This is an optimization exercise on Yosys and OpenROAD, whose aim is small area, a short achievable clock period and few clock cycles per item, not a production implementation. In this exercise RTL edits were held to simulation tests only and were not proved equivalent to the original. In runs 3 to 6 the design's own scripts or RTL, not TritonCTS, make the clock network. The flow treats the clock pin as an ideal source. Dropping or thinning the clock tree relies on that and would not hold on a real chip.

==> flow/design.v <==
module matrixMultiplier(input st, rst, clk, input [7:0] data_in, output done, output [7:0] dataout);
  reg run, wt, done_r;
  reg [2:0] ph;            
  reg la, lb, w;           
  wire d8, d17, d18, d26;  
  wire start = wt & ~st;
  always @(posedge clk or posedge rst)
    if (rst) begin run <= 1'b0; wt <= 1'b0; done_r <= 1'b0; end
    else begin
      wt <= wt ? st : (~run & st);
      run <= start | (run & ~(w & d18));    
      done_r <= run & lb & d17;             
    end
  assign done = done_r;
  always @(posedge clk) begin
    la <= start | (la & ~d8);
    lb <= ~start & ((lb & ~d17) | (la & d8));
    w <= ~start & (w | d26);
    ph <= start ? 3'b001 : {ph[1:0], ph[2]};    
  end
  reg [7:0] ra0,ra1,ra2,ra3,ra4,ra5,ra6,ra7,ra8;
  reg [7:0] rb0,rb1,rb2,rb3,rb4,rb5,rb6,rb7,rb8;
  wire lda = la;
  wire ldb = lb;
  always @(posedge clk) begin
    ra0 <= lda ? data_in : ra8;
    {ra8,ra7,ra6,ra5,ra4,ra3,ra2,ra1} <= {ra7,ra6,ra5,ra4,ra3,ra2,ra1,ra0};
    rb0 <= ldb ? data_in : rb8;
    {rb8,rb7,rb6,rb5,rb4,rb3,rb2,rb1} <= {rb7,rb6,rb5,rb4,rb3,rb2,rb1,rb0};
  end
  reg [2:0] sa;
  reg [4:0] sb;
  wire ke = ph[1];
  always @(posedge clk) begin
    if (start) begin sa <= 3'd2; sb <= 5'd4; end
    else begin
      if (ke & ~sb[2]) sa <= {sa[1:0], sa[2]};
      sb <= ke ? {sb[1], sb[0], sb[2], 2'b00} : {1'b0, sb[4:1]};
    end
  end
  assign d8 = sa[0] & sb[3] & ph[2];
  assign d17 = sa[2] & sb[3] & ph[2];
  assign d18 = sa[2] & sb[2] & ph[0];
  assign d26 = sa[1] & sb[3] & ph[2];
  reg [7:0] ar, br;
  always @(posedge clk) begin
    ar <= ({8{sa[0]}} & ra1) | ({8{sa[1]}} & ra4) | ({8{sa[2]}} & ra7);
    br <= ({8{sb[0]}} & rb0) | ({8{sb[1]}} & rb2) | ({8{sb[2]}} & rb4) | ({8{sb[3]}} & rb6) | ({8{sb[4]}} & rb8);
  end
  wire pp0_0 = ar[0] & br[0];
  wire pp0_1 = ar[1] & br[0];
  wire pp0_2 = ar[2] & br[0];
  wire pp0_3 = ar[3] & br[0];
  wire pp0_4 = ar[4] & br[0];
  wire pp0_5 = ar[5] & br[0];
  wire pp0_6 = ar[6] & br[0];
  wire pp0_7 = ar[7] & br[0];
  wire pp1_0 = ar[0] & br[1];
  wire pp1_1 = ar[1] & br[1];
  wire pp1_2 = ar[2] & br[1];
  wire pp1_3 = ar[3] & br[1];
  wire pp1_4 = ar[4] & br[1];
  wire pp1_5 = ar[5] & br[1];
  wire pp1_6 = ar[6] & br[1];
  wire pp1_7 = ar[7] & br[1];
  wire pp2_0 = ar[0] & br[2];
  wire pp2_1 = ar[1] & br[2];
  wire pp2_2 = ar[2] & br[2];
  wire pp2_3 = ar[3] & br[2];
  wire pp2_4 = ar[4] & br[2];
  wire pp2_5 = ar[5] & br[2];
  wire pp2_6 = ar[6] & br[2];
  wire pp2_7 = ar[7] & br[2];
  wire pp3_0 = ar[0] & br[3];
  wire pp3_1 = ar[1] & br[3];
  wire pp3_2 = ar[2] & br[3];
  wire pp3_3 = ar[3] & br[3];
  wire pp3_4 = ar[4] & br[3];
  wire pp3_5 = ar[5] & br[3];
  wire pp3_6 = ar[6] & br[3];
  wire pp3_7 = ar[7] & br[3];
  wire pp4_0 = ar[0] & br[4];
  wire pp4_1 = ar[1] & br[4];
  wire pp4_2 = ar[2] & br[4];
  wire pp4_3 = ar[3] & br[4];
  wire pp4_4 = ar[4] & br[4];
  wire pp4_5 = ar[5] & br[4];
  wire pp4_6 = ar[6] & br[4];
  wire pp4_7 = ar[7] & br[4];
  wire pp5_0 = ar[0] & br[5];
  wire pp5_1 = ar[1] & br[5];
  wire pp5_2 = ar[2] & br[5];
  wire pp5_3 = ar[3] & br[5];
  wire pp5_4 = ar[4] & br[5];
  wire pp5_5 = ar[5] & br[5];
  wire pp5_6 = ar[6] & br[5];
  wire pp5_7 = ar[7] & br[5];
  wire pp6_0 = ar[0] & br[6];
  wire pp6_1 = ar[1] & br[6];
  wire pp6_2 = ar[2] & br[6];
  wire pp6_3 = ar[3] & br[6];
  wire pp6_4 = ar[4] & br[6];
  wire pp6_5 = ar[5] & br[6];
  wire pp6_6 = ar[6] & br[6];
  wire pp6_7 = ar[7] & br[6];
  wire pp7_0 = ar[0] & br[7];
  wire pp7_1 = ar[1] & br[7];
  wire pp7_2 = ar[2] & br[7];
  wire pp7_3 = ar[3] & br[7];
  wire pp7_4 = ar[4] & br[7];
  wire pp7_5 = ar[5] & br[7];
  wire pp7_6 = ar[6] & br[7];
  wire pp7_7 = ar[7] & br[7];
  wire n1 = pp0_6 ^ pp1_5;
  wire n2 = pp0_6 & pp1_5;
  wire n3 = pp0_7 ^ pp1_6 ^ pp2_5;
  wire n4 = (pp0_7 & pp1_6) | (pp0_7 & pp2_5) | (pp1_6 & pp2_5);
  wire n5 = pp3_4 ^ pp4_3;
  wire n6 = pp3_4 & pp4_3;
  wire n7 = pp1_7 ^ pp2_6 ^ pp3_5;
  wire n8 = (pp1_7 & pp2_6) | (pp1_7 & pp3_5) | (pp2_6 & pp3_5);
  wire n9 = pp4_4 ^ pp5_3;
  wire n10 = pp4_4 & pp5_3;
  wire n11 = pp2_7 ^ pp3_6 ^ pp4_5;
  wire n12 = (pp2_7 & pp3_6) | (pp2_7 & pp4_5) | (pp3_6 & pp4_5);
  wire n13 = pp0_4 ^ pp1_3;
  wire n14 = pp0_4 & pp1_3;
  wire n15 = pp0_5 ^ pp1_4 ^ pp2_3;
  wire n16 = (pp0_5 & pp1_4) | (pp0_5 & pp2_3) | (pp1_4 & pp2_3);
  wire n17 = pp3_2 ^ pp4_1;
  wire n18 = pp3_2 & pp4_1;
  wire n19 = pp2_4 ^ pp3_3 ^ pp4_2;
  wire n20 = (pp2_4 & pp3_3) | (pp2_4 & pp4_2) | (pp3_3 & pp4_2);
  wire n21 = pp5_1 ^ pp6_0 ^ n1;
  wire n22 = (pp5_1 & pp6_0) | (pp5_1 & n1) | (pp6_0 & n1);
  wire n23 = pp5_2 ^ pp6_1 ^ pp7_0;
  wire n24 = (pp5_2 & pp6_1) | (pp5_2 & pp7_0) | (pp6_1 & pp7_0);
  wire n25 = n2 ^ n3 ^ n5;
  wire n26 = (n2 & n3) | (n2 & n5) | (n3 & n5);
  wire n27 = pp6_2 ^ pp7_1 ^ n4;
  wire n28 = (pp6_2 & pp7_1) | (pp6_2 & n4) | (pp7_1 & n4);
  wire n29 = n6 ^ n7 ^ n9;
  wire n30 = (n6 & n7) | (n6 & n9) | (n7 & n9);
  wire n31 = pp5_4 ^ pp6_3 ^ pp7_2;
  wire n32 = (pp5_4 & pp6_3) | (pp5_4 & pp7_2) | (pp6_3 & pp7_2);
  wire n33 = n8 ^ n10 ^ n11;
  wire n34 = (n8 & n10) | (n8 & n11) | (n10 & n11);
  wire n35 = pp3_7 ^ pp4_6 ^ pp5_5;
  wire n36 = (pp3_7 & pp4_6) | (pp3_7 & pp5_5) | (pp4_6 & pp5_5);
  wire n37 = pp6_4 ^ pp7_3 ^ n12;
  wire n38 = (pp6_4 & pp7_3) | (pp6_4 & n12) | (pp7_3 & n12);
  wire n39 = pp4_7 ^ pp5_6 ^ pp6_5;
  wire n40 = (pp4_7 & pp5_6) | (pp4_7 & pp6_5) | (pp5_6 & pp6_5);
  wire n41 = pp0_3 ^ pp1_2;
  wire n42 = pp0_3 & pp1_2;
  wire n43 = pp2_2 ^ pp3_1 ^ pp4_0;
  wire n44 = (pp2_2 & pp3_1) | (pp2_2 & pp4_0) | (pp3_1 & pp4_0);
  wire n45 = pp5_0 ^ n14 ^ n15;
  wire n46 = (pp5_0 & n14) | (pp5_0 & n15) | (n14 & n15);
  wire n47 = n16 ^ n18 ^ n19;
  wire n48 = (n16 & n18) | (n16 & n19) | (n18 & n19);
  wire n49 = n20 ^ n22 ^ n23;
  wire n50 = (n20 & n22) | (n20 & n23) | (n22 & n23);
  wire n51 = n24 ^ n26 ^ n27;
  wire n52 = (n24 & n26) | (n24 & n27) | (n26 & n27);
  wire n53 = n28 ^ n30 ^ n31;
  wire n54 = (n28 & n30) | (n28 & n31) | (n30 & n31);
  wire n55 = n32 ^ n34 ^ n35;
  wire n56 = (n32 & n34) | (n32 & n35) | (n34 & n35);
  wire n57 = pp7_4 ^ n36 ^ n38;
  wire n58 = (pp7_4 & n36) | (pp7_4 & n38) | (n36 & n38);
  wire n59 = pp5_7 ^ pp6_6 ^ pp7_5;
  wire n60 = (pp5_7 & pp6_6) | (pp5_7 & pp7_5) | (pp6_6 & pp7_5);
  wire n61 = pp0_2 ^ pp1_1;
  wire n62 = pp0_2 & pp1_1;
  wire n63 = pp2_1 ^ pp3_0 ^ n41;
  wire n64 = (pp2_1 & pp3_0) | (pp2_1 & n41) | (pp3_0 & n41);
  wire n65 = n13 ^ n42 ^ n43;
  wire n66 = (n13 & n42) | (n13 & n43) | (n42 & n43);
  wire n67 = n17 ^ n44 ^ n45;
  wire n68 = (n17 & n44) | (n17 & n45) | (n44 & n45);
  wire n69 = n21 ^ n46 ^ n47;
  wire n70 = (n21 & n46) | (n21 & n47) | (n46 & n47);
  wire n71 = n25 ^ n48 ^ n49;
  wire n72 = (n25 & n48) | (n25 & n49) | (n48 & n49);
  wire n73 = n29 ^ n50 ^ n51;
  wire n74 = (n29 & n50) | (n29 & n51) | (n50 & n51);
  wire n75 = n33 ^ n52 ^ n53;
  wire n76 = (n33 & n52) | (n33 & n53) | (n52 & n53);
  wire n77 = n37 ^ n54 ^ n55;
  wire n78 = (n37 & n54) | (n37 & n55) | (n54 & n55);
  wire n79 = n39 ^ n56 ^ n57;
  wire n80 = (n39 & n56) | (n39 & n57) | (n56 & n57);
  wire n81 = n40 ^ n58 ^ n59;
  wire n82 = (n40 & n58) | (n40 & n59) | (n58 & n59);
  wire n83 = pp6_7 ^ pp7_6 ^ n60;
  wire n84 = (pp6_7 & pp7_6) | (pp6_7 & n60) | (pp7_6 & n60);
  reg [14:0] cs0;
  reg [13:0] cs1;
  always @(posedge clk) begin
    cs0 <= {pp7_7, n82, n80, n78, n76, n74, n72, n70, n68, n66, n64, n62, pp2_0, pp0_1, pp0_0};
    cs1 <= {n84, n83, n81, n79, n77, n75, n73, n71, n69, n67, n65, n63, n61, pp1_0};
  end
  wire [15:0] x0 = {1'b0, cs0[14], cs0[13], cs0[12], cs0[11], cs0[10], cs0[9], cs0[8], cs0[7], cs0[6], cs0[5], cs0[4], cs0[3], cs0[2], cs0[1], cs0[0]};
  wire [15:0] x1 = {1'b0, cs1[13], cs1[12], cs1[11], cs1[10], cs1[9], cs1[8], cs1[7], cs1[6], cs1[5], cs1[4], cs1[3], cs1[2], cs1[1], cs1[0], 1'b0};
  reg [16:0] acc;
  reg [7:0] lo, mid;       
  reg [1:0] hi;
  wire last = ph[0];       
  wire [17:0] sum;
  wire s0 = acc[0] ^ x0[0] ^ x1[0];
  wire c0 = (acc[0] & x0[0]) | (acc[0] & x1[0]) | (x0[0] & x1[0]);
  wire s1 = acc[1] ^ x0[1] ^ x1[1];
  wire c1 = (acc[1] & x0[1]) | (acc[1] & x1[1]) | (x0[1] & x1[1]);
  wire s2 = acc[2] ^ x0[2] ^ x1[2];
  wire c2 = (acc[2] & x0[2]) | (acc[2] & x1[2]) | (x0[2] & x1[2]);
  wire s3 = acc[3] ^ x0[3] ^ x1[3];
  wire c3 = (acc[3] & x0[3]) | (acc[3] & x1[3]) | (x0[3] & x1[3]);
  wire s4 = acc[4] ^ x0[4] ^ x1[4];
  wire c4 = (acc[4] & x0[4]) | (acc[4] & x1[4]) | (x0[4] & x1[4]);
  wire s5 = acc[5] ^ x0[5] ^ x1[5];
  wire c5 = (acc[5] & x0[5]) | (acc[5] & x1[5]) | (x0[5] & x1[5]);
  wire s6 = acc[6] ^ x0[6] ^ x1[6];
  wire c6 = (acc[6] & x0[6]) | (acc[6] & x1[6]) | (x0[6] & x1[6]);
  wire s7 = acc[7] ^ x0[7] ^ x1[7];
  wire c7 = (acc[7] & x0[7]) | (acc[7] & x1[7]) | (x0[7] & x1[7]);
  wire s8 = acc[8] ^ x0[8] ^ x1[8];
  wire c8 = (acc[8] & x0[8]) | (acc[8] & x1[8]) | (x0[8] & x1[8]);
  wire s9 = acc[9] ^ x0[9] ^ x1[9];
  wire c9 = (acc[9] & x0[9]) | (acc[9] & x1[9]) | (x0[9] & x1[9]);
  wire s10 = acc[10] ^ x0[10] ^ x1[10];
  wire c10 = (acc[10] & x0[10]) | (acc[10] & x1[10]) | (x0[10] & x1[10]);
  wire s11 = acc[11] ^ x0[11] ^ x1[11];
  wire c11 = (acc[11] & x0[11]) | (acc[11] & x1[11]) | (x0[11] & x1[11]);
  wire s12 = acc[12] ^ x0[12] ^ x1[12];
  wire c12 = (acc[12] & x0[12]) | (acc[12] & x1[12]) | (x0[12] & x1[12]);
  wire s13 = acc[13] ^ x0[13] ^ x1[13];
  wire c13 = (acc[13] & x0[13]) | (acc[13] & x1[13]) | (x0[13] & x1[13]);
  wire s14 = acc[14] ^ x0[14] ^ x1[14];
  wire c14 = (acc[14] & x0[14]) | (acc[14] & x1[14]) | (x0[14] & x1[14]);
  wire s15 = acc[15] ^ x0[15] ^ x1[15];
  wire c15 = (acc[15] & x0[15]) | (acc[15] & x1[15]) | (x0[15] & x1[15]);
  wire kg0_0 = s0 & 1'b0;
  wire kp0_0 = s0 ^ 1'b0;
  wire kg1_0 = s1 & c0;
  wire kp1_0 = s1 ^ c0;
  wire kg2_0 = s2 & c1;
  wire kp2_0 = s2 ^ c1;
  wire kg3_0 = s3 & c2;
  wire kp3_0 = s3 ^ c2;
  wire kg4_0 = s4 & c3;
  wire kp4_0 = s4 ^ c3;
  wire kg5_0 = s5 & c4;
  wire kp5_0 = s5 ^ c4;
  wire kg6_0 = s6 & c5;
  wire kp6_0 = s6 ^ c5;
  wire kg7_0 = s7 & c6;
  wire kp7_0 = s7 ^ c6;
  wire kg8_0 = s8 & c7;
  wire kp8_0 = s8 ^ c7;
  wire kg9_0 = s9 & c8;
  wire kp9_0 = s9 ^ c8;
  wire kg10_0 = s10 & c9;
  wire kp10_0 = s10 ^ c9;
  wire kg11_0 = s11 & c10;
  wire kp11_0 = s11 ^ c10;
  wire kg12_0 = s12 & c11;
  wire kp12_0 = s12 ^ c11;
  wire kg13_0 = s13 & c12;
  wire kp13_0 = s13 ^ c12;
  wire kg14_0 = s14 & c13;
  wire kp14_0 = s14 ^ c13;
  wire kg15_0 = s15 & c14;
  wire kp15_0 = s15 ^ c14;
  wire kg16_0 = acc[16] & c15;
  wire kp16_0 = acc[16] ^ c15;
  wire kg17_0 = 1'b0 & 1'b0;
  wire kp17_0 = 1'b0 ^ 1'b0;
  wire kG1_1 = kg1_0 | (kp1_0 & kg0_0);
  wire kP1_1 = kp1_0 & kp0_0;
  wire kG3_2 = kg3_0 | (kp3_0 & kg2_0);
  wire kP3_2 = kp3_0 & kp2_0;
  wire kG5_3 = kg5_0 | (kp5_0 & kg4_0);
  wire kP5_3 = kp5_0 & kp4_0;
  wire kG7_4 = kg7_0 | (kp7_0 & kg6_0);
  wire kP7_4 = kp7_0 & kp6_0;
  wire kG9_5 = kg9_0 | (kp9_0 & kg8_0);
  wire kP9_5 = kp9_0 & kp8_0;
  wire kG11_6 = kg11_0 | (kp11_0 & kg10_0);
  wire kP11_6 = kp11_0 & kp10_0;
  wire kG13_7 = kg13_0 | (kp13_0 & kg12_0);
  wire kP13_7 = kp13_0 & kp12_0;
  wire kG15_8 = kg15_0 | (kp15_0 & kg14_0);
  wire kP15_8 = kp15_0 & kp14_0;
  wire kG17_9 = kg17_0 | (kp17_0 & kg16_0);
  wire kP17_9 = kp17_0 & kp16_0;
  wire kG3_10 = kG3_2 | (kP3_2 & kG1_1);
  wire kP3_10 = kP3_2 & kP1_1;
  wire kG7_11 = kG7_4 | (kP7_4 & kG5_3);
  wire kP7_11 = kP7_4 & kP5_3;
  wire kG11_12 = kG11_6 | (kP11_6 & kG9_5);
  wire kP11_12 = kP11_6 & kP9_5;
  wire kG15_13 = kG15_8 | (kP15_8 & kG13_7);
  wire kP15_13 = kP15_8 & kP13_7;
  wire kG7_14 = kG7_11 | (kP7_11 & kG3_10);
  wire kP7_14 = kP7_11 & kP3_10;
  wire kG15_15 = kG15_13 | (kP15_13 & kG11_12);
  wire kP15_15 = kP15_13 & kP11_12;
  wire kG15_16 = kG15_15 | (kP15_15 & kG7_14);
  wire kP15_16 = kP15_15 & kP7_14;
  wire kG11_17 = kG11_12 | (kP11_12 & kG7_14);
  wire kP11_17 = kP11_12 & kP7_14;
  wire kG5_18 = kG5_3 | (kP5_3 & kG3_10);
  wire kP5_18 = kP5_3 & kP3_10;
  wire kG9_19 = kG9_5 | (kP9_5 & kG7_14);
  wire kP9_19 = kP9_5 & kP7_14;
  wire kG13_20 = kG13_7 | (kP13_7 & kG11_17);
  wire kP13_20 = kP13_7 & kP11_17;
  wire kG17_21 = kG17_9 | (kP17_9 & kG15_16);
  wire kP17_21 = kP17_9 & kP15_16;
  wire kG2_22 = kg2_0 | (kp2_0 & kG1_1);
  wire kP2_22 = kp2_0 & kP1_1;
  wire kG4_23 = kg4_0 | (kp4_0 & kG3_10);
  wire kP4_23 = kp4_0 & kP3_10;
  wire kG6_24 = kg6_0 | (kp6_0 & kG5_18);
  wire kP6_24 = kp6_0 & kP5_18;
  wire kG8_25 = kg8_0 | (kp8_0 & kG7_14);
  wire kP8_25 = kp8_0 & kP7_14;
  wire kG10_26 = kg10_0 | (kp10_0 & kG9_19);
  wire kP10_26 = kp10_0 & kP9_19;
  wire kG12_27 = kg12_0 | (kp12_0 & kG11_17);
  wire kP12_27 = kp12_0 & kP11_17;
  wire kG14_28 = kg14_0 | (kp14_0 & kG13_20);
  wire kP14_28 = kp14_0 & kP13_20;
  wire kG16_29 = kg16_0 | (kp16_0 & kG15_16);
  wire kP16_29 = kp16_0 & kP15_16;
  assign sum[0] = kp0_0;
  assign sum[1] = kp1_0 ^ kg0_0;
  assign sum[2] = kp2_0 ^ kG1_1;
  assign sum[3] = kp3_0 ^ kG2_22;
  assign sum[4] = kp4_0 ^ kG3_10;
  assign sum[5] = kp5_0 ^ kG4_23;
  assign sum[6] = kp6_0 ^ kG5_18;
  assign sum[7] = kp7_0 ^ kG6_24;
  assign sum[8] = kp8_0 ^ kG7_14;
  assign sum[9] = kp9_0 ^ kG8_25;
  assign sum[10] = kp10_0 ^ kG9_19;
  assign sum[11] = kp11_0 ^ kG10_26;
  assign sum[12] = kp12_0 ^ kG11_17;
  assign sum[13] = kp13_0 ^ kG12_27;
  assign sum[14] = kp14_0 ^ kG13_20;
  assign sum[15] = kp15_0 ^ kG14_28;
  assign sum[16] = kp16_0 ^ kG15_16;
  assign sum[17] = kp17_0 ^ kG16_29;
  always @(posedge clk) begin
    acc <= last ? 17'd0 : sum[16:0];
    lo <= last ? sum[7:0] : mid;
    mid <= last ? sum[15:8] : {6'd0, hi};
    hi <= sum[17:16];
  end
  assign dataout = lo;
endmodule
==> flow/flow/run.sh <==
#!/bin/bash
# Own layout flow: the standard ORFS flow (standard.sh, unchanged synthesis),
# with the port buffers made of sky130_fd_sc_hd__buf_2 instead of the default
# delay-cell buffers, a larger setup-repair margin, clock-tree options of our
# own, and a hook after clock-tree synthesis (flow/cts_post.tcl) that drives the
# leaf clock buffers straight from the root clock buffer.  Every make step
# writes its own log under orfs/logs/; make's own output goes to standard.log.
set -euo pipefail
export BUFFER_PORTS_ARGS="-buffer_cell sky130_fd_sc_hd__buf_2"
export SETUP_SLACK_MARGIN=7.1
export CTS_ARGS="-sink_clustering_enable -repair_clock_nets -sink_clustering_size 30 -sink_clustering_max_diameter 100 -buf_list sky130_fd_sc_hd__clkbuf_16 -dont_use_dummy_load"
export POST_CTS_TCL="$PWD/flow/cts_post.tcl"
bash standard.sh > standard.log 2>&1
==> flow/flow/cts_post.tcl <==
# POST_CTS_TCL hook: drive the leaf clock buffers straight from the root
# clock buffer.  TritonCTS puts one H-tree level of branch buffers between the
# root buffer and the leaf buffers; removing that level makes the clock reach
# every register earlier by the same amount.  Timing is then repaired again
# and the placement legalised, as cts.tcl does after clock_tree_synthesis.
set block [ord::get_db_block]
set clkport [$block findBTerm clk]
set clknet [$clkport getNet]
# the root buffer: the clock port's only load
set root ""
foreach it [$clknet getITerms] { if {[$it isInputSignal]} { set root [$it getInst] } }
set rootnet [[$root findITerm X] getNet]
set removed 0
foreach it [$rootnet getITerms] {
  set inst [$it getInst]
  if {$inst == $root} continue
  if {![string match "*clkbuf*" [[$inst getMaster] getName]]} continue
  set onet [[$inst findITerm X] getNet]
  # bypass it only if it drives nothing but other clock buffers
  set ok 1
  foreach l [$onet getITerms] {
    if {[$l getInst] == $inst} continue
    if {![string match "*clkbuf*" [[[$l getInst] getMaster] getName]]} { set ok 0 }
  }
  if {!$ok} continue
  foreach l [$onet getITerms] {
    if {[$l getInst] == $inst} continue
    $l disconnect
    $l connect $rootnet
  }
  puts "bypassed clock buffer [$inst getName]"
  odb::dbInst_destroy $inst
  odb::dbNet_destroy $onet
  incr removed
}
puts "removed $removed branch clock buffers"
estimate_parasitics -placement
report_clock_skew
repair_timing_helper
detailed_placement
check_placement -verbose
==> flow/standard.sh <==
#!/bin/bash
# synth_recipe.tcl (not shown) runs the flow's synth.tcl, then flattens the netlist and writes it again
# the make line also repeats each setting of config.mk as NAME=value (left out here)
make -C /OpenROAD-flow-scripts/flow DESIGN_CONFIG=/design/flow/config.mk WORK_HOME=/design/flow/orfs CLKGATE_MAP_FILE= SYNTH_SCRIPT=/design/flow/synth_recipe.tcl "${@:-finish}"
==> flow/config.mk <==
export PLATFORM = sky130hd
export DESIGN_NAME = matrixMultiplier
export DESIGN_NICKNAME = matrixMultiplier
export VERILOG_FILES = /design/flow/design.v
export SDC_FILE = /design/flow/constraint.sdc
export NUM_CORES = 4
export LEC_CHECK = 0
export ABC_CLOCK_PERIOD_IN_PS = 3000
export CAP_MARGIN = 20
export CORE_MARGIN = 2
export CORE_UTILIZATION = 40
export SLEW_MARGIN = 20
==> flow/constraint.sdc <==
create_clock -name core_clock -period 10.0 [get_ports {clk}]
set_input_delay 2.0000 -clock core_clock [delete_from_list [all_inputs] [get_ports {clk}]]
set_output_delay 2.0000 -clock core_clock [all_outputs]
set_load 0.01 [all_outputs]
==> summary.txt, run 1 <==
outcome=complete, no violations; wire length on met1=6.53 mm; synth top area cells=dfxtp_1 (59%), fa_1 (14%), and2_1 (4.5%); Post-Route Utilization=44.5%; hold worst-path end=ra5[2]; Synth cell types=38; WP data arrival=910 ps; CTS Sinks=241; setup ws final=7090 ps; number of global-route vias before repair=4539; Top Registers=acc: 17 flops, cs0: 15 flops, cs1: 14 flops; clock latency at the later pin of the worst-skew pair=400 ps; CP startpoint=done_r; FF+latch area=0.00484 mm^2; Crit Path Max Fanout=1; Synth top cells by count=dfxtp_1 (238), inv_1 (59), and2_1 (58), fa_1 (56), nand2_1 (34); max cap viols=0; hpwl dp=10.2 mm; crit-path cells=buf_2; final setup fails=0; R2R Path End=cs1[7]; Synthesized Nets=706; Worst EP required=8000 ps; Worst Path Buf+Inv=1; synth warn=1; area occupied by multi-input gates=0.00294 mm^2; vias=4152; met2 wire len=6.79 mm; total grt overflow=0; ANT cells=0; Yosys top cell area share=59.4%; die area=0.0212 mm^2; crit path time final=2910 ps; worst hold slack=285 ps; dpl ws=7150 ps; # DRC=0; most common cell in the synthesized netlist=dfxtp_1; total wire length=14.1 mm; Tot GR Track Use=14.0%; initial antenna violation count=0; Nets=725; final period utilization=29.1%; Post-DRT Antenna Nets=0; Layout Skew=69.2 ps; R2R depth=7; setup tns final=0 ps; drt via density=4.63; post-synthesis sequential area ratio=60.3%; Rows=51; DRT iter0 DRCs=184; async set-reset flop share out of synthesis=1.24%; FMAX=344 MHz; Worst R2R Start=br[2]; cell count after synthesis=615; min-delay worst type=flop to flop; Slew @ Worst Pin=562 ps; Port-buffer cells=19; CP top delay family=flip-flops; met3 WL post-DR=508 um; Synth Cell Area=0.00802 mm^2; area delta synth->final=8.56%; DRT Pass-1 Iters=4; max-slew violations=0; EDFF count, synth=0; global-route wire length before repair=23.6 mm; top sig layer=met4; ys flop type=dfxtp_1; Core ar.=0.0196 mm^2; Reg with most FFs=acc; post-synth top area cell=dfxtp_1; Worst setup SP type=flop; Ports=20; Avg Cell Area, Syn=13.0 um^2; Yosys reg bits=241; crit-path max cell delay=370 ps; Setup CP Type=flop to output port; DIE HEIGHT=146 um; unrepaired setup endpoints after global routing=yes; hold path cells=0; slowest CP cell=dfrtp_1; WL/cell=15.7 um; max reg flops=17; Die X-Extent=146 um; pin count of the biggest net entering global routing=38; CTS clock-pin slew for the worst setup and hold paths=110 ps; Filler Cell Count=1785; share of cells above drive strength 1=9.97%; Slew HR=62.5%; Starting Density=41.0%; min-delay src=ra4[2]; Setup crit end kind=output port; GP Congestion=0.807; Hold Vio Cnt, Final=0; R2R setup slack=7240 ps
[routing by layer]
| metal | vias to the layer above | track usage, % |
|---|---|---|
| met2 | 63 | 23.2 |
| met4 | 0 | 4.61 |
| met1 | 2064 | 18.6 |
| li1 | 2006 | - |
| met5 | - | 0 |
| met3 | 19 | 2.88 |
[worst max-delay path by stage]
stage	to	slack [ps]	cells after the start
2_1_floorplan	mid[5]	7330	11
3_3_place_gp	mid[5]	7180	11
3_5_place_dp	acc[13]	7150	11
5_1_grt	done	7050	1
6_report	done	7090	1
[placed cells by master, fill, tap and decap left out, types with 4 or more instances in the layout]
cell       instances
dfxtp_1          235
inv_1             59
and2_1            58
fa_1              56
nand2_1           34
ha_1              22
nor2_1            20
mux2_2            19
buf_2             17
a222oi_1          16
nor2b_1           13
a21oi_1           10
clkbuf_16         10
a22oi_1            9
o21ai_0            4
xnor2_1            4
mux2i_1            4
[kinds of logic (layout without fill, tap and decap cells)]
family | Yosys count | after routing | share of synthesized area, %
adder cells (fa/ha/maj) | 80 | 80 | 17.7
multiplexers | 26 | 26 | 3.59
buffers and inverters | 73 | 90 | 3.48
AO/OA/AOI/OAI | 52 | 52 | 5.21
AND/OR/NAND/NOR | 136 | 136 | 8.92
XOR/XNOR | 7 | 7 | 0.764
flip-flops | 241 | 241 | 60.3
[final cells by class]
class | count | area share, %
sequential | 241 | 55.6
multi-input combinational | 301 | 33.8
tap | 265 | 3.81
clock buffer | 10 | 2.87
inverter | 59 | 2.54
timing repair buffer | 21 | 1.41
[metrics by stage]
stage                     std cells  cell area (um^2)
after floorplan                 615              8020
after global placement          886              8400
after global routing            897              8710
final                           897              8710
after detailed placement        886              8400
Testbench counts, summed over its fixed seeds: cycles 7,680, items 160.
==> run 2: changes to the inputs <==
--- a/flow/config.mk
+++ b/flow/config.mk
@@ -10,3 +10,3 @@
 export CORE_MARGIN = 2
-export CORE_UTILIZATION = 40
+export CORE_UTILIZATION = 65
 export SLEW_MARGIN = 20
==> run 2 against run 1 <==
Area after synthesis unchanged; global-route usage increased by 7.6 points; final cell count fell by 13%; via count is 0.67% lower; sequential share of layout area is 1.2 points higher; critical endpoint unchanged.
==> summary.txt, run 2 <==
Synth top cells by count=dfxtp_1 (238), inv_1 (59), and2_1 (58), fa_1 (56), nand2_1 (34); dpl cells=768; synth warn=1; Worst setup SP type=flop; worst hold slack=261 ps; vias=4124; total grt overflow=0; Rows=40; max reg flops=17; DRT iter0 DRCs=255; Filler Cell Count=877; WL/cell=16.5 um; ANT cells=0; FMAX=344 MHz; Synth cell types=38; number of global-route vias before repair=4351; Slew HR=59.1%; Synth Cell Area=0.00802 mm^2; Avg Cell Area, Syn=13.0 um^2; GP Congestion=0.782; crit path time final=2910 ps; Setup crit end kind=output port; most frequent cells in the layout=dfxtp_1 (238), inv_1 (59), and2_1 (58); async set-reset flop share out of synthesis=1.24%; Crit Path Max Fanout=1; Worst R2R Start=ar[5]; setup tns final=0 ps; slowest CP cell=dfrtp_1; pin count of the biggest net entering global routing=40; DRT Pass-1 Iters=5; Slew @ Worst Pin=613 ps; most common cell in the synthesized netlist=dfxtp_1; Die X-Extent=115 um; CTS Sinks=241; crit-path max cell delay=380 ps; Worst Path Buf+Inv=1; min-delay worst type=flop to flop; Setup CP Type=flop to output port; max cap viols=0; Layout Skew=69.5 ps; Core ar.=0.0120 mm^2; die area=0.0132 mm^2; ys flop type=dfxtp_1; Yosys reg bits=241; CTS clock-pin slew for the worst setup and hold paths=100 ps; Synthesized Nets=706; unrepaired setup endpoints after global routing=yes; initial antenna violation count=0; WP data arrival=910 ps; Starting Density=66.8%; post-synth top area cell=dfxtp_1; EDFF count, synth=0; Crit. path cell count=1; total wire length=12.9 mm; hold path cells=0; share of cells above drive strength 1=9.18%; max-slew violations=0; cell count after synthesis=615; Hold Vio Cnt, Final=0; Final Non-Filler Cells=779; Ports=20; Post-DRT Antenna Nets=0; commonest non-fill, non-tap cell in the layout=dfxtp_1; post-synthesis sequential area ratio=60.3%; min-delay src=ra5[1]; Tot GR Track Use=21.7%; R2R depth=7; # DRC=0; hpwl dp=9.42 mm; CP top delay family=flip-flops; Nets=725; Reg with most FFs=acc; outcome=complete, no violations; Top Registers=acc: 17 flops, cs0: 15 flops, cs1: 14 flops; DIE HEIGHT=115 um; global-route wire length before repair=21.7 mm; synth top area cells=dfxtp_1 (59%), fa_1 (14%), and2_1 (4.5%); final setup fails=0; Worst EP required=8000 ps; area delta synth->final=6.27%; Port-buffer cells=19; CP startpoint=done_r; clock latency at the later pin of the worst-skew pair=400 ps; Yosys top cell area share=59.4%; crit-path cells=buf_2; final period utilization=29.1%; drt via density=5.29
[run 2: cell counts after synthesis]
Identical to the previous run, type by type.
[run 2: final cells by class]
cell class	count	area, um^2	area share, %
inverters	59	221	2.60
clock buffers	10	250	2.94
well taps	147	184	2.16
flip-flops and latches	241	4840	56.8
multi-input cells	301	2920	34.3
repair buffers	21	110	1.29
[run 2: cell families (layout without fill, tap and decap cells)]
kind of cell / count (synthesis) / in the layout / share of synthesized area, %
adders and majority gates: 80 / 80 / 17.7
DFF: 241 / 241 / 60.3
muxes: 26 / 26 / 3.59
xor gates and xnor gates: 7 / 7 / 0.764
AOI/OAI and AO/OA: 52 / 52 / 5.21
and+or+nand+nor: 136 / 136 / 8.92
buffers and inverters: 73 / 90 / 3.48
[run 2: routing by layer]
metal	vias up	global-route usage [%]	routed length, um
met5	-	0	0
met3	19	4.22	444
met2	75	37.9	6430
met1	2031	27.0	5760
met4	0	7.39	210
li1	1999	-	-
[run 2: metrics by stage]
step           utilization, %  cell area [um^2]  worst slack (ps)
2_1_floorplan               -              8020              7330
3_3_place_gp             68.7              8250              7190
3_5_place_dp             68.7              8250              7100
5_1_grt                  71.0              8530              7070
6_report                 71.0              8530              7090
[run 2: path summary, 6_finish.rpt]
check | endpoint | slack [ps]
hold reg to reg | ra6[1] | 260
setup reg to reg | cs1[7] | 7220
hold / removal | ra6[1] | 260
setup / recovery | done | 7090
min in group asynchronous | done_r | 1470
max in group asynchronous | run | 8390
==> run 3: changes to the inputs <==
==> flow/flow/run.sh (replaced) <==
#!/bin/bash
# Own layout flow: the standard ORFS flow (standard.sh, unchanged synthesis),
# with the port buffers made of sky130_fd_sc_hd__buf_2 instead of the default
# delay-cell buffers, a larger setup-repair margin, and a clock tree of our own:
# a hook after clock-tree synthesis (flow/cts_tree.tcl) rebuilds it as two
# levels of clkbuf_16 (N1 buffers driven by the clock port, N2 leaf buffers
# under each).  Every make step writes its own log under orfs/logs/; make's
# own output goes to standard.log.
set -euo pipefail
export BUFFER_PORTS_ARGS="-buffer_cell sky130_fd_sc_hd__buf_2"
export SETUP_SLACK_MARGIN=7.2
export CTS_ARGS="-sink_clustering_enable -repair_clock_nets -sink_clustering_size 30 -sink_clustering_max_diameter 100 -buf_list sky130_fd_sc_hd__clkbuf_16 -dont_use_dummy_load"
export CLK_TREE_N1=2
export CLK_TREE_N2=5
export POST_CTS_TCL="$PWD/flow/cts_tree.tcl"
bash standard.sh > standard.log 2>&1
==> flow/flow/cts_tree.tcl (new file) <==
# POST_CTS_TCL hook: replace the clock tree that TritonCTS built by a two-level
# tree of our own.  The clock port drives N1 buffers placed at the centres of
# N1 register clusters (k-means on the placed registers); each drives N2 leaf
# buffers at the centres of sub-clusters, which drive the registers.  Every
# register gets the clock through two buffers of the same kind.  Then, as
# cts.tcl does after clock_tree_synthesis, the placement is legalised and
# timing repaired.
proc kmeans {pts nb} {
  # pts: list of {x y payload}; returns list of cluster index per point and centres
  set np [llength $pts]
  set cx 0; set cy 0
  foreach p $pts { set cx [expr {$cx+[lindex $p 0]}]; set cy [expr {$cy+[lindex $p 1]}] }
  set cx [expr {double($cx)/$np}]; set cy [expr {double($cy)/$np}]
  set cent {}
  # init: spread points by angle, pick nb points evenly
  set sorted [lsort -real -index 3 [lmap p $pts {list {*}[lrange $p 0 2] [expr {atan2([lindex $p 1]-$cy,[lindex $p 0]-$cx)}]}]]
  for {set k 0} {$k < $nb} {incr k} {
    set p [lindex $sorted [expr {int(($k+0.5)*$np/$nb)}]]
    lappend cent [list [expr {($cx+[lindex $p 0])/2.0}] [expr {($cy+[lindex $p 1])/2.0}]]
  }
  for {set iter 0} {$iter < 40} {incr iter} {
    set sx [lrepeat $nb 0.0]; set sy [lrepeat $nb 0.0]; set sn [lrepeat $nb 0]
    set asg {}
    foreach p $pts {
      set best 0; set bd 1e30
      for {set k 0} {$k < $nb} {incr k} {
        set c [lindex $cent $k]
        set d [expr {abs([lindex $p 0]-[lindex $c 0])+abs([lindex $p 1]-[lindex $c 1])}]
        if {$d < $bd} { set bd $d; set best $k }
      }
      lappend asg $best
      lset sx $best [expr {[lindex $sx $best]+[lindex $p 0]}]
      lset sy $best [expr {[lindex $sy $best]+[lindex $p 1]}]
      lset sn $best [expr {[lindex $sn $best]+1}]
    }
    for {set k 0} {$k < $nb} {incr k} {
      if {[lindex $sn $k] > 0} { lset cent $k [list [expr {[lindex $sx $k]/[lindex $sn $k]}] [expr {[lindex $sy $k]/[lindex $sn $k]}]] }
    }
  }
  return [list $asg $cent]
}
proc mkbuf {block master name innet x y} {
  set inst [odb::dbInst_create $block $master $name]
  set net [odb::dbNet_create $block "${name}_net"]
  $net setSigType CLOCK
  [$inst findITerm A] connect $innet
  [$inst findITerm X] connect $net
  $inst setLocation [expr {int($x)}] [expr {int($y)}]
  $inst setPlacementStatus PLACED
  return $net
}
proc build_tree2 {n1 n2 bufmaster} {
  set block [ord::get_db_block]
  set master [[ord::get_db] findMaster $bufmaster]
  set clknet [[$block findBTerm clk] getNet]
  set sinks {}; set todo [list $clknet]; set dead {}
  while {[llength $todo]} {
    set n [lindex $todo 0]; set todo [lrange $todo 1 end]
    foreach it [$n getITerms] {
      set inst [$it getInst]; set mn [[$inst getMaster] getName]
      if {[$it isOutputSignal]} continue
      if {[string match "*clkbuf*" $mn] || [string match "*clkinv*" $mn]} {
        lappend todo [[$inst findITerm X] getNet]; lappend dead $inst
      } else { lappend sinks $it }
    }
  }
  foreach inst $dead {
    set on [[$inst findITerm X] getNet]
    foreach it [$on getITerms] { if {[$it getInst] != $inst} { $it disconnect } }
    odb::dbInst_destroy $inst
    if {$on != $clknet} { odb::dbNet_destroy $on }
  }
  set pts {}
  foreach it $sinks {
    set b [[$it getInst] getBBox]
    lappend pts [list [expr {([$b xMin]+[$b xMax])/2}] [expr {([$b yMin]+[$b yMax])/2}] $it]
  }
  lassign [kmeans $pts $n1] asg1 cent1
  set nleaf 0
  for {set a 0} {$a < $n1} {incr a} {
    set sub {}
    foreach p $pts k $asg1 { if {$k == $a} { lappend sub $p } }
    if {![llength $sub]} continue
    set c [lindex $cent1 $a]
    set l1net [mkbuf $block $master "clkbuf_l1_$a" $clknet [lindex $c 0] [lindex $c 1]]
    set m [expr {min($n2, [llength $sub])}]
    lassign [kmeans $sub $m] asg2 cent2
    for {set b 0} {$b < $m} {incr b} {
      set c2 [lindex $cent2 $b]
      set lnet [mkbuf $block $master "clkbuf_l2_${a}_$b" $l1net [lindex $c2 0] [lindex $c2 1]]
      incr nleaf
      foreach p $sub k $asg2 { if {$k == $b} { set it [lindex $p 2]; $it disconnect; $it connect $lnet } }
    }
  }
  puts "my clock tree: $n1 level-1 buffers, $nleaf leaf buffers, [llength $sinks] sinks, removed [llength $dead] buffers"
}
build_tree2 $::env(CLK_TREE_N1) $::env(CLK_TREE_N2) sky130_fd_sc_hd__clkbuf_16
detailed_placement
estimate_parasitics -placement
report_clock_skew
repair_timing_helper
detailed_placement
check_placement -verbose
removed: flow/flow/cts_post.tcl
==> run 3 against run 2 <==
Worst setup slack better by 66 ps; final area up 1.7%; largest cell class unchanged; global-route usage decreased by 0.20 points.
==> summary.txt, run 3 <==
outcome=complete, no violations; Synth Cell Area=0.00802 mm^2; die area=0.0132 mm^2; Worst EP required=8000 ps; synth top area cells=dfxtp_1 (59%), fa_1 (14%), and2_1 (4.5%); pin count of the biggest net entering global routing=40; Worst R2R Start=acc[2]; min-delay src=rb3[6]; post-synth top area cell=dfxtp_1; hold path cells=0; EDFF count, synth=0; CTS clock-pin slew for the worst setup and hold paths=100 ps; initial antenna violation count=0; final period utilization=28.4%; R2R setup slack=7280 ps; crit path time final=2840 ps; Layout Skew=22.6 ps; DRT iter0 DRCs=208; Synth cell types=38; final setup fails=0; drt via density=5.27; R2R depth=9; FMAX=352 MHz; WP data arrival=840 ps; number of global-route vias before repair=4427; R2R Path End=mid[5]; Yosys reg bits=241; max cap viols=0; Top Registers=acc: 17 flops, cs0: 15 flops, cs1: 14 flops; DIE HEIGHT=115 um; Synthesized Nets=706; Tot GR Track Use=21.5%; Post-Route Utilization=72.2%; Rows=40; Ports=20; total grt overflow=0; commonest non-fill, non-tap cell in the layout=dfxtp_1; clock latency at the later pin of the worst-skew pair=330 ps; Core ar.=0.0120 mm^2; Avg Cell Area, Syn=13.0 um^2; most frequent cells in the layout=dfxtp_1 (231), inv_1 (58), and2_1 (58); share of cells above drive strength 1=12.3%; area delta synth->final=8.05%; ANT cells=0; WL/cell=17.0 um; # DRC=0; Starting Density=66.8%; hpwl dp=9.42 mm; max-slew violations=0; Setup crit end kind=output port; Reg with most FFs=acc; DRT Pass-1 Iters=5; CP top delay family=flip-flops; hold worst-path end=rb4[6]; Slew HR=59.0%; CTS Sinks=241; async set-reset flop share out of synthesis=1.24%; post-synthesis sequential area ratio=60.3%; synth warn=1; crit-path max cell delay=380 ps; total wire length=13.3 mm; Post-DRT Antenna Nets=0; Nets=727; Crit Path Max Fanout=1; Synth top cells by count=dfxtp_1 (238), inv_1 (59), and2_1 (58), fa_1 (56), nand2_1 (34); Die X-Extent=115 um; setup tns final=0 ps; unrepaired setup endpoints after global routing=yes; cell count after synthesis=615; global-route wire length before repair=22.2 mm; min-delay worst type=flop to flop; Slew @ Worst Pin=614 ps; Worst Path Buf+Inv=1; Hold Vio Cnt, Final=0; crit-path cells=buf_2; Setup CP Type=flop to output port; most common cell in the synthesized netlist=dfxtp_1; max reg flops=17; GP Congestion=0.782; Worst setup SP type=flop; slowest CP cell=dfrtp_1; ys flop type=dfxtp_1; vias=4115; Port-buffer cells=19; Yosys top cell area share=59.4%
run 3: how the worst max path moves through the flow:
stage          slack (ps)  cells past startpoint      end    from
5_1_grt              7130                      1     done  done_r
2_1_floorplan        7330                     11   mid[5]  cs0[7]
6_report             7160                      1     done  done_r
3_5_place_dp         7100                     11  acc[15]  cs0[7]
3_3_place_gp         7190                     11   mid[5]  cs0[7]
run 3: logic make-up (layout without fill, tap and decap cells):
kind of cell | Yosys count | count (layout) | synth area share (%)
multiplexers | 26 | 26 | 3.59
adder cells (fa/ha/maj) | 80 | 80 | 17.7
flip-flops | 241 | 241 | 60.3
AO/OA/AOI/OAI | 52 | 52 | 5.21
AND/OR/NAND/NOR | 136 | 136 | 8.92
XOR/XNOR | 7 | 7 | 0.764
buffers and inverters | 73 | 92 | 3.48
run 3: cell type report:
type	instances	area, um^2
Sequential cell	241	4850
Fill cell	848	3340
Multi-Input combinational cell	301	2990
Buffer	12	300
Inverter	59	221
Tap cell	147	184
Timing Repair Buffer	21	123
run 3: per-stage QoR:
step / hold WS [ps] / cell area [um^2] / setup WS, ps / std cells
global route: 327 / 8670 / 7130 / 781
floorplan: 310 / 8020 / 7330 / 615
global placement: 310 / 8250 / 7190 / 768
finish: 324 / 8670 / 7160 / 781
detailed placement: 312 / 8250 / 7100 / 768
run 3: layer usage:
layer	part of all wire (%)	global-route usage, %
met5	0	0
met4	1.7	5.22
met3	3.2	2.79
met2	51	39.0
met1	44	27.4
==> run 4: changes to the inputs <==
--- a/flow/flow/run.sh
+++ b/flow/flow/run.sh
@@ -12,4 +12,4 @@
 export CTS_ARGS="-sink_clustering_enable -repair_clock_nets -sink_clustering_size 30 -sink_clustering_max_diameter 100 -buf_list sky130_fd_sc_hd__clkbuf_16 -dont_use_dummy_load"
-export CLK_TREE_N1=2
-export CLK_TREE_N2=5
+export CLK_TREE_N1=3
+export CLK_TREE_N2=4
 export POST_CTS_TCL="$PWD/flow/cts_tree.tcl"
==> run 4 against run 3 <==
Critical endpoint unchanged; still clean on timing, DRC and antenna; final area rose by 0.74%; critical path depth did not move; via count rose by 0.58%; global-route usage fell by 0.22 points; synthesized cell count did not move; first-iteration DRC count fell by 5.3%; sequential share of layout area fell by 0.42 points; critical path type unchanged.
==> summary.txt, run 4 <==
unrepaired setup endpoints after global routing=yes; WP data arrival=800 ps; Synth Area in XOR/XNOR=0.764%; Tot GR Track Use=21.2%; DRT iter0 DRCs=197; EDFF count, synth=0; Post-Synth Adder-Cell Area=17.7%; Synth top cells by count=dfxtp_1 (238), inv_1 (59), and2_1 (58), fa_1 (56), nand2_1 (34); crit-path cells=buf_2; final period utilization=28.0%; clock latency at the later pin of the worst-skew pair=310 ps; ANT cells=0; Setup crit end kind=output port; Worst R2R Start=ar[5]; number of global-route vias before repair=4428; synth warn=1; initial antenna violation count=0; pin count of the biggest net entering global routing=40; max reg flops=17; WL/cell=16.8 um; Yosys top cell area share=59.4%; post-synth top area cell=dfxtp_1; Slew HR=58.9%; CTS clock-pin slew for the worst setup and hold paths=90 ps; Avg Cell Area, Syn=13.0 um^2; cell count after synthesis=615; Nets=730; Setup CP Type=flop to output port; DIE HEIGHT=115 um; Crit Path Max Fanout=1; Starting Density=66.8%; Simple-Gate Fraction of Synth Area=8.92%; Core ar.=0.0120 mm^2; Worst Path Buf+Inv=1; max-slew violations=0; Post-DRT Antenna Nets=0; async set-reset flop share out of synthesis=1.24%; die area=0.0132 mm^2; Port-buffer cells=19; min-delay src=rb5[0]; most frequent cells in the layout=dfxtp_1 (232), inv_1 (58), and2_1 (58); Post-Route Utilization=72.7%; Synth Cell Area=0.00802 mm^2; CP startpoint=done_r; DRT Pass-1 Iters=5; main combinational cell family by area after synthesis=adder cells; commonest non-fill, non-tap cell in the layout=dfxtp_1; CTS Sinks=241; setup tns final=0 ps; slowest CP cell=dfrtp_1; crit path time final=2800 ps; # DRC=0; crit-path max cell delay=370 ps; Slew @ Worst Pin=616 ps; max cap viols=0; Rows=40; Worst EP required=8000 ps; most common cell in the synthesized netlist=dfxtp_1; synth top area cells=dfxtp_1 (59%), fa_1 (14%), and2_1 (4.5%); share of cells above drive strength 1=12.7%; total grt overflow=0; Synth cell types=38; Layout Skew=26.8 ps; Hold Vio Cnt, Final=0; Yosys reg bits=241; total wire length=13.1 mm; post-synthesis mux area share=3.59%; Synthesized Nets=706; CP top delay family=flip-flops; area delta synth->final=8.84%; outcome=complete, no violations; FMAX=357 MHz; global-route wire length before repair=21.9 mm; min-delay worst type=flop to flop; Ports=20; hpwl dp=9.42 mm; Die X-Extent=115 um; post-synthesis sequential area ratio=60.3%; worst hold slack=322 ps; ys flop type=dfxtp_1; drt via density=5.28; Synth Area in Compound Gates=5.21%; Top Registers=acc: 17 flops, cs0: 15 flops, cs1: 14 flops; GP Congestion=0.782; final setup fails=0; Worst setup SP type=flop; vias=4139; Reg with most FFs=acc
-- run 4: cell counts after synthesis --
No cell type changed its count.
-- run 4: cells by family (layout without fill, tap and decap cells) --
logic type | count (synthesis) | after routing
fa+ha+maj | 80 | 80
xor+xnor | 7 | 7
mux | 26 | 26
simple gates | 136 | 136
buf+inv | 73 | 95
compound gates | 52 | 52
flops | 241 | 241
-- run 4: path summary, 6_finish.rpt --
| check | cells after the start | slack (ps) | to |
|---|---|---|---|
| max in group asynchronous | 2 | 8290 | wt |
| min in group asynchronous | 2 | 1560 | done_r |
| setup / recovery | 1 | 7200 | done |
| hold / removal | 0 | 320 | rb6[0] |
| hold reg to reg | 0 | 320 | rb6[0] |
| setup reg to reg | 7 | 7280 | cs1[7] |
-- run 4: per-layer routing --
metal / GRT usage, % / part of all wire [%]
met1: 27.3 / 45
met2: 37.6 / 50
met3: 3.16 / 3.2
met4: 6.10 / 1.9
met5: 0 / 0
-- run 4: cell type report --
| class | count | area [um^2] |
|---|---|---|
| Buffer | 15 | 375 |
| Fill cell | 829 | 3280 |
| Inverter | 59 | 221 |
| Multi-Input combinational cell | 301 | 2990 |
| Sequential cell | 241 | 4850 |
| Tap cell | 147 | 184 |
| Timing Repair Buffer | 21 | 110 |
-- run 4: through the flow --
| step | std cells | area, um^2 | setup slack, ps |
|---|---|---|---|
| floorplan | 615 | 8020 | 7330 |
| global placement | 768 | 8250 | 7190 |
| detailed placement | 768 | 8250 | 7100 |
| global route | 784 | 8730 | 7180 |
| finish | 784 | 8730 | 7200 |
==> run 5: changes to the inputs <==
--- a/flow/flow/run.sh
+++ b/flow/flow/run.sh
@@ -12,4 +12,4 @@
 export CTS_ARGS="-sink_clustering_enable -repair_clock_nets -sink_clustering_size 30 -sink_clustering_max_diameter 100 -buf_list sky130_fd_sc_hd__clkbuf_16 -dont_use_dummy_load"
-export CLK_TREE_N1=3
-export CLK_TREE_N2=4
+export CLK_TREE_N1=4
+export CLK_TREE_N2=3
 export POST_CTS_TCL="$PWD/flow/cts_tree.tcl"
==> run 5 against run 4 <==
Final area increased by 0.75%; clock skew grew 29 ps; global-route usage is 0.51 points higher; fmax shrank 0.32%; area after synthesis stayed put; sequential share of layout area decreased by 0.35 points; highest routed layer unchanged; critical path depth did not move; largest cell class unchanged.
==> summary.txt, run 5 <==
initial antenna violation count=0; Ports=20; CTS clock-pin slew for the worst setup and hold paths=100 ps; hold path cells=0; Post-DRT Antenna Nets=0; Filler Cell Count=824; crit path time final=2810 ps; max reg flops=17; Port-buffer cells=19; Tot GR Track Use=21.7%; Crit Path Max Fanout=1; post-synth top area cell=dfxtp_1; Yosys reg bits=241; Avg Cell Area, Syn=13.0 um^2; Die X-Extent=115 um; drt via density=5.24; Layout Skew=56.3 ps; synth top area cells=dfxtp_1 (59%), fa_1 (14%), and2_1 (4.5%); Slew HR=60.4%; number of global-route vias before repair=4457; DRT Pass-1 Iters=5; hpwl dp=9.42 mm; # DRC=0; Worst R2R Start=acc[2]; Worst Path Buf+Inv=1; ANT cells=0; crit-path cells=buf_2; share of cells above drive strength 1=13.6%; max-slew violations=0; area occupied by multi-input gates=0.00300 mm^2; outcome=complete, no violations; dpl ws=7100 ps; Synth top cells by count=dfxtp_1 (238), inv_1 (59), and2_1 (58), fa_1 (56), nand2_1 (34); global-route wire length before repair=22.2 mm; R2R setup slack=7290 ps; Hold Vio Cnt, Final=0; Synthesized Nets=706; EDFF count, synth=0; max cap viols=0; Worst setup SP type=flop; Yosys top cell area share=59.4%; final setup fails=0; cell count after synthesis=615; FMAX=356 MHz; WP data arrival=810 ps; area delta synth->final=9.65%; crit-path max cell delay=380 ps; synth warn=1; async set-reset flop share out of synthesis=1.24%; final period utilization=28.1%; GP Congestion=0.782; hold worst-path end=ra3[1]; Worst EP required=8000 ps; min-delay src=ra2[1]; Setup CP Type=flop to output port; setup ws final=7190 ps; Setup crit end kind=output port; Rows=40; Design Area, Final=0.00880 mm^2; Reg with most FFs=acc; min-delay worst type=flop to flop; vias=4138; setup tns final=0 ps; slowest CP cell=dfrtp_1; total wire length=13.3 mm; Core ar.=0.0120 mm^2; R2R depth=9; Synth Cell Area=0.00802 mm^2; ys flop type=dfxtp_1; Starting Density=66.8%; commonest non-fill, non-tap cell in the layout=dfxtp_1; CP top delay family=flip-flops; most common cell in the synthesized netlist=dfxtp_1; die area=0.0132 mm^2; most frequent cells in the layout=dfxtp_1 (232), and2_1 (58), inv_1 (57); Top Registers=acc: 17 flops, cs0: 15 flops, cs1: 14 flops; clock latency at the later pin of the worst-skew pair=310 ps; pin count of the biggest net entering global routing=40; Synth cell types=38; DRT iter0 DRCs=192; FF+latch area=0.00485 mm^2; Placed Instance Area=0.00825 mm^2; R2R Path End=acc[15]; Slew @ Worst Pin=594 ps; post-synthesis sequential area ratio=60.3%; WL/cell=16.8 um; unrepaired setup endpoints after global routing=yes; Nets=735; CTS Sinks=241; DIE HEIGHT=115 um; total grt overflow=0
==> run 5: cell counts after synthesis <==
Identical to the previous run, type by type.
==> run 5: logic make-up after synthesis <==
logic type	count (synthesis)	share of synthesized area [%]
xor gates and xnor gates	7	0.764
buffers and inverters	73	3.48
AOI/OAI and AO/OA	52	5.21
muxes	26	3.59
adders and majority gates	80	17.7
DFF	241	60.3
and+or+nand+nor	136	8.92
==> run 5: per-stage QoR <==
step	hold slack (ps)	util [%]	cells
3_5_place_dp	312	68.7	768
3_3_place_gp	310	68.7	768
2_1_floorplan	310	-	615
6_report	314	73.2	789
5_1_grt	322	73.2	789
==> run 5: cell type report <==
cell class / instances / area share, %
buffer: 16 / 4.55
inverter: 59 / 2.52
sequential: 241 / 55.2
timing repair buffer: 25 / 1.59
multi-input combinational: 301 / 34.1
tap: 147 / 2.09
==> run 5: how the worst max path moves through the flow <==
stage	from	endpoint	slack, ps	cells after the start
finish	done_r	done	7190	1
global route	acc[2]	acc[15]	7160	9
detailed placement	cs0[7]	acc[15]	7100	11
global placement	cs0[7]	mid[5]	7190	11
floorplan	cs0[7]	mid[5]	7330	11
==> run 5: worst register-to-register path, cell delays in order, from the launching register on <==
cell	delay, ps
dfxtp_1	310
fa_1	600
ha_4	230
a211oi_4	240
o211ai_2	150
a41oi_2	250
a22oi_2	120
fa_2	440
xnor2_2	190
nor2_1	60
==> run 5: layer usage <==
| metal | GRT usage [%] | vias to the layer above | part of all wire, % |
|---|---|---|---|
| met5 | 0 | - | 0 |
| met4 | 6.51 | 0 | 2.7 |
| met3 | 4.22 | 24 | 3.3 |
| met2 | 38.5 | 75 | 50 |
| met1 | 27.2 | 2017 | 44 |
| li1 | - | 2022 | - |
==> run 6: changes to the inputs <==
--- a/flow/flow/run.sh
+++ b/flow/flow/run.sh
@@ -12,3 +12,3 @@
 export CTS_ARGS="-sink_clustering_enable -repair_clock_nets -sink_clustering_size 30 -sink_clustering_max_diameter 100 -buf_list sky130_fd_sc_hd__clkbuf_16 -dont_use_dummy_load"
-export CLK_TREE_N1=4
+export CLK_TREE_N1=3
 export CLK_TREE_N2=3
==> run 6 against run 5 <==
Worst setup slack improved by 11 ps; critical path type unchanged; core utilization shrank 1.3 points; still clean; register-to-register slack is essentially flat; largest cell class unchanged; synthesized cell count unchanged.
==> summary.txt, run 6 <==
outcome=complete, no violations; Simple-Gate Fraction of Synth Area=8.92%; drt via density=5.30; Port-buffer cells=19; pin count of the biggest net entering global routing=40; hold path cells=0; # DRC=0; ys flop type=dfxtp_1; hpwl dp=9.42 mm; WL/cell=16.6 um; max cap viols=0; CTS Sinks=241; number of global-route vias before repair=4413; Worst R2R Start=cs0[2]; Synthesized Nets=706; Slew @ Worst Pin=620 ps; Worst EP required=8000 ps; Core ar.=0.0120 mm^2; Layout Skew=26.4 ps; die area=0.0132 mm^2; Placed Instance Area=0.00825 mm^2; main combinational cell family by area after synthesis=adder cells; min-delay src=rb5[0]; R2R setup slack=7280 ps; max reg flops=17; DIE HEIGHT=115 um; Nets=728; Filler Cell Count=847; WP data arrival=800 ps; Crit Path Max Fanout=1; Reg with most FFs=acc; Synth Cell Area=0.00802 mm^2; synth top area cells=dfxtp_1 (59%), fa_1 (14%), and2_1 (4.5%); crit path time final=2800 ps; CP top delay family=flip-flops; Ports=20; area occupied by multi-input gates=0.00297 mm^2; unrepaired setup endpoints after global routing=yes; FMAX=357 MHz; Synth cell types=38; post-synthesis sequential area ratio=60.3%; slowest CP cell=dfrtp_1; hold worst-path end=rb6[0]; Tot GR Track Use=21.2%; total grt overflow=0; Avg Cell Area, Syn=13.0 um^2; Top Registers=acc: 17 flops, cs0: 15 flops, cs1: 14 flops; Starting Density=66.8%; Die X-Extent=115 um; Synth Area in XOR/XNOR=0.764%; Worst Path Buf+Inv=1; Design Area, Final=0.00864 mm^2; post-synthesis mux area share=3.59%; min-delay worst type=flop to flop; clock latency at the later pin of the worst-skew pair=310 ps; most frequent cells in the layout=dfxtp_1 (234), inv_1 (59), and2_1 (58); commonest non-fill, non-tap cell in the layout=dfxtp_1; share of cells above drive strength 1=11.5%; async set-reset flop share out of synthesis=1.24%; synth warn=1; Worst setup SP type=flop; Hold Vio Cnt, Final=0; Post-Synth Adder-Cell Area=17.7%; initial antenna violation count=0; post-synth top area cell=dfxtp_1; CTS clock-pin slew for the worst setup and hold paths=100 ps; DRT iter0 DRCs=253; Setup CP Type=flop to output port; FF+latch area=0.00485 mm^2; R2R depth=9; Synth top cells by count=dfxtp_1 (238), inv_1 (59), and2_1 (58), fa_1 (56), nand2_1 (34); Setup crit end kind=output port; R2R Path End=mid[5]; global-route wire length before repair=21.9 mm; Yosys reg bits=241; Synth Area in Compound Gates=5.21%; crit-path cells=buf_2; EDFF count, synth=0; max-slew violations=0; GP Congestion=0.782; cell count after synthesis=615; most common cell in the synthesized netlist=dfxtp_1; crit-path max cell delay=370 ps; DRT Pass-1 Iters=5; total wire length=13.0 mm; area delta synth->final=7.75%; Slew HR=58.6%; vias=4141; setup tns final=0 ps; final setup fails=0; Rows=40; ANT cells=0; Yosys top cell area share=59.4%; Post-DRT Antenna Nets=0; final period utilization=28.0%
## run 6: cell type report
class	count	share of cell area, %
Sequential cell	241	56.1
Multi-Input combinational cell	301	34.4
Buffer	12	3.47
Inverter	59	2.56
Tap cell	147	2.13
Timing Repair Buffer	22	1.36
## run 6: kinds of logic (layout without fill, tap and decap cells)
| logic type | count (synthesis) | in the layout |
|---|---|---|
| compound gates | 52 | 52 |
| xor+xnor | 7 | 7 |
| fa+ha+maj | 80 | 80 |
| buf+inv | 73 | 93 |
| flops | 241 | 241 |
| mux | 26 | 26 |
| simple gates | 136 | 136 |
## run 6: how the worst max path moves through the flow
stage                         end  cells past startpoint   start
after global routing       mid[5]                      9  cs0[2]
after detailed placement  acc[15]                     11  cs0[7]
after global placement     mid[5]                     11  cs0[7]
after floorplan            mid[5]                     11  cs0[7]
final                        done                      1  done_r
## run 6: metrics by stage
step	setup WS (ps)	hold WS, ps	std cells	utilization (%)
finish	7200	319	782	72.0
detailed placement	7100	312	768	68.7
global placement	7190	310	768	68.7
global route	7160	328	782	72.0
floorplan	7330	310	615	-
## run 6: metal layers
metal  global-route usage [%]  part of all wire (%)  wire (um)
met1                     27.1                    45       5830
met2                     37.6                    50       6500
met3                     3.27                   3.1        401
met4                     6.18                   2.1        273
met5                        0                     0          0

==> static timing again, ports no longer ideal <==
The flow's constraints put no driver on any port. The routed layouts listed below were extracted and timed again, unchanged, in two steps. Step 1 assumes that a clkbuf_16 drives the clock port and a buf_2 every other input. Step 2, shift: input delay + t, output delay - t, t = (earliest + latest rising clock arrival at the registers) / 2. This alone moves slack from input paths to output paths. Three values: no drivers, after step 1, after step 2; two values: the first two.
| run | t (ns) | setup slack, ns | latest minus earliest clock arrival (ns) | slew at the worst register clock pin (ns) | pins driven straight from the clock port |
|---|---|---|---|---|---|
| run 1 | 0.405 | 7.090 / 7.051 / 7.240 | 0.069 / 0.070 | 0.11 / 0.11 | 1 |
| run 2 | 0.402 | 7.094 / 7.055 / 7.217 | 0.070 / 0.070 | 0.11 / 0.11 | 1 |
| run 3 | 0.373 | 7.161 / 7.108 / 7.263 | 0.026 / 0.026 | 0.10 / 0.10 | 2 |
| run 4 | 0.360 | 7.197 / 7.129 / 7.260 | 0.028 / 0.027 | 0.09 / 0.09 | 3 |
| run 5 | 0.369 | 7.188 / 7.099 / 7.270 | 0.056 / 0.057 | 0.11 / 0.11 | 4 |
| run 6 | 0.367 | 7.199 / 7.130 / 7.278 | 0.027 / 0.028 | 0.11 / 0.11 | 3 |
After both steps setup and hold are still met in every run listed.
